Context: an optimization exercise on an open-source flow, tuned for small area and a short achievable clock period. The choices shown serve that exercise and are no tape-out recipe. In this exercise RTL edits were held to simulation tests only and were not proved equivalent to the original.

Setup of run A:
## ALU_TOP
module ALU_TOP
#( parameter OP_DATA_WIDTH = 16 ,
             Arith_OUT_WIDTH = OP_DATA_WIDTH + OP_DATA_WIDTH ,
             Logic_OUT_WIDTH = OP_DATA_WIDTH ,
             Shift_OUT_WIDTH = OP_DATA_WIDTH ,
             CMP_OUT_WIDTH = 3
)
(
input  wire [OP_DATA_WIDTH-1:0]    A   ,
input  wire [OP_DATA_WIDTH-1:0]    B   ,
input  wire [3:0]                  ALU_FUNC ,
input  wire                        CLK ,
input  wire                        RST ,
output reg  [Arith_OUT_WIDTH-1:0]  Arith_OUT,
output wire                        Carry_OUT,
output reg                         Arith_Flag,
output reg  [Logic_OUT_WIDTH-1:0]  Logic_OUT,
output reg                         Logic_Flag,
output reg  [Shift_OUT_WIDTH-1:0]  Shift_OUT,
output reg                         Shift_Flag,
output wire [CMP_OUT_WIDTH-1:0]    CMP_OUT,
output reg                         CMP_Flag
);
wire CMP_enable, Shift_enable, Logic_enable, Arith_enable;
Decoder U0 (
.IN(ALU_FUNC[3:2]),
.OUT({Shift_enable,CMP_enable,Logic_enable,Arith_enable})
);
wire [31:0] arith_d;
wire [15:0] logic_d, shift_d;
wire [1:0]  cmp_d;
ARITHMETIC_UNIT U0_ARITHMETIC_UNIT (
.A(A), .B(B), .ALU_FUNC(ALU_FUNC), .Arith_enable(Arith_enable),
.CMP_enable(CMP_enable), .Arith_OUT(arith_d), .CMP_OUT(cmp_d)
);
LOGIC_UNIT U0_LOGIC_UNIT (
.A(A), .B(B), .ALU_FUNC(ALU_FUNC[1:0]), .Logic_enable(Logic_enable),
.Logic_OUT(logic_d)
);
SHIFT_UNIT U0_SHIFT_UNIT (
.A(A), .B(B), .ALU_FUNC(ALU_FUNC[1:0]), .Shift_enable(Shift_enable),
.Shift_OUT(shift_d)
);
reg [1:0] cmp_q;
always @(posedge CLK or negedge RST)
  if (!RST) begin
    Arith_OUT  <= 32'b0;
    Arith_Flag <= 1'b0;
    Logic_OUT  <= 16'b0;
    Logic_Flag <= 1'b0;
    Shift_OUT  <= 16'b0;
    Shift_Flag <= 1'b0;
    cmp_q      <= 2'b0;
    CMP_Flag   <= 1'b0;
  end else begin
    Arith_OUT  <= arith_d;
    Arith_Flag <= Arith_enable;
    Logic_OUT  <= logic_d;
    Logic_Flag <= Logic_enable;
    Shift_OUT  <= shift_d;
    Shift_Flag <= Shift_enable;
    cmp_q      <= cmp_d;
  ...
==> module DIV16, before the edit <==
module DIV16 (
input  wire [15:0] A ,
input  wire [15:0] B ,
output wire [15:0] Q
);
function automatic [5:0] topq (input [5:0] x);
  case (x)
    6'd0: topq = 6'd56;
    6'd1: topq = 6'd0;
    6'd2: topq = 6'd0;
    6'd3: topq = 6'd0;
    6'd4: topq = 6'd0;
    6'd5: topq = 6'd0;
    6'd6: topq = 6'd0;
    6'd7: topq = 6'd0;
    6'd8: topq = 6'd57;
    6'd9: topq = 6'd8;
    6'd10: topq = 6'd1;
    6'd11: topq = 6'd1;
    6'd12: topq = 6'd1;
    6'd13: topq = 6'd1;
    6'd14: topq = 6'd1;
    6'd15: topq = 6'd1;
    6'd16: topq = 6'd58;
    6'd17: topq = 6'd16;
    6'd18: topq = 6'd8;
    6'd19: topq = 6'd2;
    6'd20: topq = 6'd2;
    6'd21: topq = 6'd2;
    6'd22: topq = 6'd2;
    6'd23: topq = 6'd2;
    6'd24: topq = 6'd59;
    6'd25: topq = 6'd24;
    6'd26: topq = 6'd9;
    6'd27: topq = 6'd8;
    6'd28: topq = 6'd3;
    6'd29: topq = 6'd3;
    6'd30: topq = 6'd3;
    6'd31: topq = 6'd3;
    6'd32: topq = 6'd60;
    6'd33: topq = 6'd32;
    6'd34: topq = 6'd16;
    6'd35: topq = 6'd9;
    6'd36: topq = 6'd8;
    6'd37: topq = 6'd4;
    6'd38: topq = 6'd4;
    6'd39: topq = 6'd4;
    6'd40: topq = 6'd61;
    6'd41: topq = 6'd40;
    6'd42: topq = 6'd17;
    6'd43: topq = 6'd10;
    6'd44: topq = 6'd9;
    6'd45: topq = 6'd8;
    6'd46: topq = 6'd5;
    6'd47: topq = 6'd5;
    6'd48: topq = 6'd62;
    6'd49: topq = 6'd48;
    6'd50: topq = 6'd24;
    6'd51: topq = 6'd16;
    6'd52: topq = 6'd10;
    6'd53: topq = 6'd9;
    6'd54: topq = 6'd8;
    6'd55: topq = 6'd6;
    6'd56: topq = 6'd63;
    6'd57: topq = 6'd56;
    6'd58: topq = 6'd25;
    6'd59: topq = 6'd17;
    6'd60: topq = 6'd11;
    6'd61: topq = 6'd10;
    6'd62: topq = 6'd9;
    6'd63: topq = 6'd8;
    default: topq = 6'd0;
  endcase
endfunction
wire [16:0] bz;
assign bz[16] = 1'b1;
genvar i, j;
generate for (j = 15; j >= 1; j = j - 1) begin : g_bz
  assign bz[j] = bz[j+1] & ~B[j];
end endgenerate
assign bz[0] = 1'b0;
wire [15:0] nb = ~B;
wire [15:0] rem [0:16];
wire [5:0] tq = topq({A[15:13], B[2:0]});
assign Q[15:13] = bz[3] ? tq[5:3] : 3'd0;
assign rem[13] = {13'b0, bz[3] ? tq[2:0] : A[15:13]};
generate for (i = 12; i >= 2; i = i - 1) begin : g_row
  localparam W = 16 - i;
  wire [15:0] tw = {rem[i+1][14:0], A[i]};
  wire [W-1:0] t = tw[W-1:0];
  reg  [W-1:0] g, p, d;
  reg  [W:0]   c;
  integer k, s;
  always @(*) begin
    p = t | nb[W-1:0];
    g = t & nb[W-1:0];
    g[0] = p[0];                   
    g[W-1] = g[W-1] & bz[W];
    p[W-1] = p[W-1] & bz[W];
    for (s = 1; s < W; s = s * 2)
      for (k = 0; k < W; k = k + 1)
        if ((k & s) != 0) begin
          g[k] = g[k] | (p[k] & g[(k & ~(2*s-1)) + s - 1]);
          p[k] = p[k] & p[(k & ~(2*s-1)) + s - 1];
        end
    c = {g, 1'b1};                 
    d = B[W-1:0] ~^ c[W-1:0];
  end
  assign Q[i] = c[W];
  if (W < 16) begin : g_r
    assign rem[i] = {{(16-W){1'b0}}, t ^ ({W{Q[i]}} & d)};
  end else begin : g_r
    assign rem[i] = 16'b0;
  end
end endgenerate
wire [15:0] T = {rem[2][13:0], A[1:0]};
wire [17:0] b1 = {2'b00, B};
wire [17:0] b2 = {1'b0, B, 1'b0};
wire [17:0] b3;
wire [17:0] b3c;
assign b3[0]  = B[0];
assign b3c[0] = 1'b0;
generate for (j = 1; j < 18; j = j + 1) begin : g_b3
  assign {b3c[j], b3[j]} = b1[j] + b2[j] + b3c[j-1];
end endgenerate
wire ge1, ge2, ge3;
GE18 u_ge1 (.X({2'b00, T}), .Y(b1), .GE(ge1));
GE18 u_ge2 (.X({2'b00, T}), .Y(b2), .GE(ge2));
GE18 u_ge3 (.X({2'b00, T}), .Y(b3), .GE(ge3));
assign Q[1] = ge2;
assign Q[0] = ge3 | (ge1 & ~ge2);
endmodule
==> module GE18, before the edit <==
module GE18 (
input  wire [17:0] X ,
input  wire [17:0] Y ,
output wire        GE
);
reg [17:0] g, p;
integer k, s;
always @(*) begin
  p = X | ~Y;
  g = X & ~Y;
  g[0] = p[0];                     
  for (s = 1; s < 18; s = s * 2)
    for (k = 0; k < 18; k = k + 1)
      if ((k & s) != 0) begin
        g[k] = g[k] | (p[k] & g[(k & ~(2*s-1)) + s - 1]);
        p[k] = p[k] & p[(k & ~(2*s-1)) + s - 1];
      end
end
assign GE = g[17];
endmodule
Settings: LEC_CHECK=0, ABC_AREA=1, CAP_MARGIN=70, CORE_MARGIN=2, CORE_UTILIZATION=70, CTS_BUF_LIST=sky130_fd_sc_hd__clkbuf_8, PLACE_DENSITY=0.85, SLEW_MARGIN=70; clock period 106.0 ns.
standard.sh (not shown) runs the stock make flow with config.mk's settings and CLKGATE_MAP_FILE= SYNTH_SCRIPT=/design/flow/synth_recipe.tcl, a recipe that flattens the netlist after the stock synthesis.
==> flow/flow/run.sh <==
#!/bin/bash
# The standard layout with two changes:
# - synthesis is the standard flow's own script, but ABC maps with flow/map.abc: ORFS's
#   area script without its buffering pass (placement removes those buffers);
# - the port buffers are buf_4 on inputs and buf_1 on outputs instead of
#   ORFS's default delay cells (flow/port_buffers.tcl).
set -euo pipefail
here=$(pwd)
{ head -n 1 synth_recipe.tcl; cat flow/abc_wrap.tcl; tail -n +2 synth_recipe.tcl; } > my_synth.tcl
sed "s#SYNTH_SCRIPT=[^ ]*#SYNTH_SCRIPT=$here/my_synth.tcl#" standard.sh > my_standard.sh
grep -q "SYNTH_SCRIPT=$here/my_synth.tcl" my_standard.sh
export FLOW_ABC_SCRIPT="$here/flow/map.abc"
export BUFFER_PORTS_ARGS="-buffer_cell sky130_fd_sc_hd__buf_2"
export PRE_RESIZE_TCL="$here/flow/port_buffers.tcl"
bash my_standard.sh > "$here/standard_flow.log" 2>&1
==> flow/flow/abc_wrap.tcl <==
# ABC runs with this flow's mapping script (flow/map.abc) in place of ORFS's
# abc_area.script; everything else is the standard flow's own synthesis script.
proc abc {args} {
  set i [lsearch $args -script]
  if {$i >= 0} { lset args [expr {$i + 1}] $::env(FLOW_ABC_SCRIPT) }
  yosys abc {*}$args
}
==> flow/flow/map.abc <==
strash
dch
map -B 0.9
topo
stime -c
upsize -c
dnsize -c
==> flow/flow/port_buffers.tcl <==
# Runs before repair_design. buffer_ports put a buf_2 on every port: input
# port buffers drive the operands' large fanout, so make them buf_4; output
# port buffers drive only the port, so make them buf_1.
set n_in 0
set n_out 0
foreach inst [get_cells input*] {
  if {[get_property $inst ref_name] == "sky130_fd_sc_hd__buf_2"} {
    replace_cell $inst sky130_fd_sc_hd__buf_4
    incr n_in
  }
}
foreach inst [get_cells output*] {
  if {[get_property $inst ref_name] == "sky130_fd_sc_hd__buf_2"} {
    replace_cell $inst sky130_fd_sc_hd__buf_1
    incr n_out
  }
}
puts "port_buffers.tcl: $n_in input port buffers made buf_4, $n_out output port buffers made buf_1"
What run B does differently from run A at the input level:
diff --git a/flow/design.v b/flow/design.v
--- a/flow/design.v
+++ b/flow/design.v
@@ -134,13 +134,13 @@
 assign bz[0] = 1'b0;
 wire [15:0] nb = ~B;
 wire [15:0] rem [0:16];
 wire [5:0] tq = topq({A[15:13], B[2:0]});
 assign Q[15:13] = bz[3] ? tq[5:3] : 3'd0;
 assign rem[13] = {13'b0, bz[3] ? tq[2:0] : A[15:13]};
-generate for (i = 12; i >= 2; i = i - 1) begin : g_row
+generate for (i = 12; i >= 0; i = i - 1) begin : g_row
   localparam W = 16 - i;
   wire [15:0] tw = {rem[i+1][14:0], A[i]};
   wire [W-1:0] t = tw[W-1:0];
   reg  [W-1:0] g, p, d;
   reg  [W:0]   c;
   integer k, s;
@@ -163,48 +163,12 @@
   if (W < 16) begin : g_r
     assign rem[i] = {{(16-W){1'b0}}, t ^ ({W{Q[i]}} & d)};
   end else begin : g_r
     assign rem[i] = 16'b0;
   end
 end endgenerate
-wire [15:0] T = {rem[2][13:0], A[1:0]};
-wire [17:0] b1 = {2'b00, B};
-wire [17:0] b2 = {1'b0, B, 1'b0};
-wire [17:0] b3;
-wire [17:0] b3c;
-assign b3[0]  = B[0];
-assign b3c[0] = 1'b0;
-generate for (j = 1; j < 18; j = j + 1) begin : g_b3
-  assign {b3c[j], b3[j]} = b1[j] + b2[j] + b3c[j-1];
-end endgenerate
-wire ge1, ge2, ge3;
-GE18 u_ge1 (.X({2'b00, T}), .Y(b1), .GE(ge1));
-GE18 u_ge2 (.X({2'b00, T}), .Y(b2), .GE(ge2));
-GE18 u_ge3 (.X({2'b00, T}), .Y(b3), .GE(ge3));
-assign Q[1] = ge2;
-assign Q[0] = ge3 | (ge1 & ~ge2);
-endmodule
-module GE18 (
-input  wire [17:0] X ,
-input  wire [17:0] Y ,
-output wire        GE
-);
-reg [17:0] g, p;
-integer k, s;
-always @(*) begin
-  p = X | ~Y;
-  g = X & ~Y;
-  g[0] = p[0];                     
-  for (s = 1; s < 18; s = s * 2)
-    for (k = 0; k < 18; k = k + 1)
-      if ((k & s) != 0) begin
-        g[k] = g[k] | (p[k] & g[(k & ~(2*s-1)) + s - 1]);
-        p[k] = p[k] & p[(k & ~(2*s-1)) + s - 1];
-      end
-end
-assign GE = g[17];
 endmodule
 module MUL16 (
 input  wire [15:0] A ,
 input  wire [15:0] B ,
 output wire [31:0] P
 );
[summary]
- Relative to run A, die outline height increased by 0.65% in run B.
- Fill cell total of the finished layout across run B and run A: no real change.
- Run B against run A; width of the die is up slightly.
- Run A leaves more setup margin than run B.
- Final area, run B and run A: lower on run A
- Run B gives more starting utilization of the core area than run A did.
- Summary of the comparison: signal arrival time at the worst endpoint is higher in run B, relative to run A.
- Compare run B and run A | highest fanout seen on the critical path lower: run B
- Summary — simple-gate share of the synthesized area, run B relative to run A: higher, by 1.8 points.
- Synthesized cell count for run B is higher than for run A.
- Between run A and run B, the average detailed-routed wire length per instance does not differ in any meaningful way.

## what the ideal ports hide
How much do the figures lean on ideal ports? The routed layouts below were timed once more, with nothing changed but the port constraints. Step 1, drivers: a clkbuf_16 drives CLK and a buf_2 each remaining input, both assumed. Step 2 moves the port delays by t, midway between the first and last clock arrival at a register: inputs arrive t later, outputs are due t later. That takes back most of the time a late clock gives input paths. a / b / c = ideal / step 1 / step 2; a / b = the first two.
run	t, ns	setup slack, ns	hold slack, ns	worst setup path at the end	pins driven straight from the clock port
run A	0.429	71.524 / 71.536 / 71.107	20.606 / 20.627 / 21.056	input to register	1
run B	0.420	71.218 / 71.227 / 70.806	20.659 / 20.674 / 21.094	input to register	1
After both steps setup and hold are still met in every run listed. The setup slack of run A, which loses most, moves by +0.012 ns with the drivers and by -0.417 ns with both steps.
